This design comes from an exercise in tuning for small area on the open sky130 flow, not from production work.
The RTL was checked by simulation tests, not by an equivalence proof against the original design.

Setup of oak:
Design ALU_wrapper, start of the top module:
module ALU_wrapper( clk, reset, ABCmd_i, LoadA_i, LoadB_i, LoadCmd_i, ACC_o, Done_o);
	input clk;
	input reset;
	input LoadA_i;
	input LoadB_i;
	input LoadCmd_i;
	input [7:0] ABCmd_i;
	output [7:0] ACC_o;
	output Done_o;
	reg [7:0] rA, rB, ACC_o;
	wire [3:0] op  = ABCmd_i[3:0];
	wire       CI  = ABCmd_i[4];
	wire       shr = ABCmd_i[5];
	wire       BCD = ABCmd_i[6];
	wire       MUL = ABCmd_i[7];
	reg [2:0] state;
	wire RO      = ~state[2] & ~state[1];
	wire LoadA   = ~state[2] &  state[1];
	wire LoadB   =  state[2] & ~state[1];
	wire LoadCmd =  state[2] &  state[1];
	assign Done_o = state[0];
	wire nA = (RO & ~LoadCmd_i & ~LoadB_i & LoadA_i) | (LoadA & ~LoadB_i & ~LoadCmd_i) |
	          (LoadB & LoadA_i) | (LoadCmd & LoadA_i);
	wire nB = (RO & ~LoadCmd_i & LoadB_i) | (LoadA & LoadB_i) |
	          (LoadB & ~LoadA_i & ~LoadCmd_i) | (LoadCmd & ~LoadA_i & LoadB_i);
	wire nC = (RO & LoadCmd_i) | (LoadA & ~LoadB_i & LoadCmd_i) | (LoadB & ~LoadA_i & LoadCmd_i);
	wire nO = LoadCmd & ~LoadA_i & ~LoadB_i;
	always @(posedge clk or posedge reset)
  ...
export LEC_CHECK = 0
export CAP_MARGIN = 20
export CORE_MARGIN = 2
export CORE_UTILIZATION = 40
export GPL_TIMING_DRIVEN = 0
export SLEW_MARGIN = 20
create_clock -name core_clock -period 6.0 [get_ports {clk}]
standard.sh (not shown) runs the stock make flow with config.mk's settings and CLKGATE_MAP_FILE= SYNTH_SCRIPT=/design/flow/synth_recipe.tcl, a recipe that flattens the netlist after the stock synthesis.
==> flow/flow/run.sh <==
#!/bin/bash
# Own layout flow: the standard ORFS flow, except that
#  - synthesis maps the design's FA/HA adder modules straight onto the
#    sky130 fa_1/ha_1 cells (flow/my_synth.tcl), and
#  - port buffers are the smallest buffer (buf_1).
# Each tool's output goes to a log file of its own in this folder.
set -euo pipefail
W=$(pwd)
F=$W/flow
# same make call as standard.sh, with our synthesis script
sed "s#SYNTH_SCRIPT=[^ ]*#SYNTH_SCRIPT=$F/my_synth.tcl#" standard.sh > my_standard.sh
grep -q "SYNTH_SCRIPT=$F/my_synth.tcl" my_standard.sh
# my_synth.tcl = synth_recipe.tcl with our own synth wrapper in place of its first line
{ echo "source $F/synth_pre.tcl"; tail -n +2 synth_recipe.tcl; } > $F/my_synth.tcl
export MY_FLOW_DIR=$F
if [[ -f $F/env.sh ]]; then source $F/env.sh; fi
bash my_standard.sh synth > synth.log 2>&1
bash my_standard.sh > layout.log 2>&1
==> flow/flow/abc10.script <==
&get -n
&st
&dch -f
&nf -R 1000
&put
topo
==> flow/flow/adder_map.v <==
module FA(a, b, c, s, co);
	input a, b, c;
	output s, co;
	sky130_fd_sc_hd__fa_1 _TECHMAP_REPLACE_ (.A(a), .B(b), .CIN(c), .SUM(s), .COUT(co));
endmodule

module HA(a, b, s, co);
	input a, b;
	output s, co;
	sky130_fd_sc_hd__ha_1 _TECHMAP_REPLACE_ (.A(a), .B(b), .SUM(s), .COUT(co));
endmodule
==> flow/flow/env.sh <==
export BUFFER_PORTS_ARGS="-buffer_cell sky130_fd_sc_hd__buf_1"
export MY_NO_EXTRACT_FA=1
export MY_ABC_SCRIPT=abc10.script
==> flow/flow/my_synth.tcl <==
source /design/flow/flow/synth_pre.tcl
source $::env(SCRIPTS_DIR)/synth.tcl
# left out here: clear keep_hierarchy, flatten, clean up, hide names made inside functions, write 1_2_yosys.v
==> flow/flow/synth_pre.tcl <==
# Replaces the first line of synth_recipe.tcl (which wraps synth in -nofsm -noshare).
# Before the first synth call, the FA/HA adder modules of the design are mapped
# straight onto the platform's full/half adder cells, and ABC is given an
# area-oriented script.
proc synth {args} {
  if { ![info exists ::my_adders_mapped] } {
    set ::my_adders_mapped 1
    yosys proc
    yosys techmap -map $::env(MY_FLOW_DIR)/adder_map.v
    if { [info exists ::env(MY_NO_EXTRACT_FA)] } {
      unset ::env(ADDER_MAP_FILE)
    }
    if { [info exists ::env(MY_ABC_SCRIPT)] } {
      set i [lsearch -exact $::abc_args -script]
      lset ::abc_args [expr {$i + 1}] $::env(MY_FLOW_DIR)/$::env(MY_ABC_SCRIPT)
    }
  }
  yosys synth -nofsm -noshare {*}$args
}
Input changes introduced in pine (baseline for comparison: oak):
# oak
export LEC_CHECK = 0
export CAP_MARGIN = 20
export CORE_MARGIN = 2
export CORE_UTILIZATION = 40
export GPL_TIMING_DRIVEN = 0
export SLEW_MARGIN = 20
create_clock -name core_clock -period 6.0 [get_ports {clk}]
# pine
export LEC_CHECK = 0
export CAP_MARGIN = 0
export CORE_MARGIN = 2
export CORE_UTILIZATION = 40
export GPL_TIMING_DRIVEN = 0
export SLEW_MARGIN = 0
create_clock -name core_clock -period 6.0 [get_ports {clk}]
==> flow/flow/abc3.script (new file) <==
strash
ifraig
dc2
dch -f
map -a
mfs2
strash
dch -f
map -a
topo
==> flow/flow/env.sh <==
export BUFFER_PORTS_ARGS="-buffer_cell sky130_fd_sc_hd__buf_1"
export MY_NO_EXTRACT_FA=1
export MY_ABC_SCRIPT=abc3.script
removed: flow/flow/abc10.script
==> results.txt <==
| count of clock-buffer cells in the layout | higher: pine |. Looking at synthesized area per cell, pine sits about 11% below oak. pine: flow completed, timing, DRC and antenna clean. Of the two candidates, oak has the better first-iteration DRC count and pine the worse one. Part of the cycle the worst path needs came out lower on pine than on oak. Final critical delay including setup and external delays, oak and pine, higher one = oak. Diff oak -> pine | critical path depth | decrease of 8. Looking at filler cell count in the final layout, pine sits 13 higher than oak does.

## separate check: timing with driven ports
No port has a modelled driver above. Below, the same layouts with a new extraction and two added sets of constraints.
Step 1, drivers: a clkbuf_16 drives clk and a buf_2 each remaining input, both assumed.
Step 2 moves the port delays by t, midway between the first and last clock arrival at a register: inputs arrive t later, outputs are due t later. That takes back most of the time a late clock gives input paths.
Slacks: no drivers / after step 1 / after step 2; pairs: no drivers / after step 1.
run	shift t [ns]	slack for setup (ns)	hold slack, ns	worst setup path at the end	worst register clock-pin slew, ns
oak	0.310	0.102 / 0.086 / -0.225	0.498 / 0.498 / 0.498	input to register	0.11 / 0.11
pine	0.317	0.218 / 0.218 / -0.059	0.496 / 0.496 / 0.496	input to register	0.11 / 0.11
With both steps, setup timing fails in oak and pine, where it was met with ideal ports. For oak, which loses most, drivers alone change the setup slack by -0.016 ns; drivers and shift together by -0.327 ns.
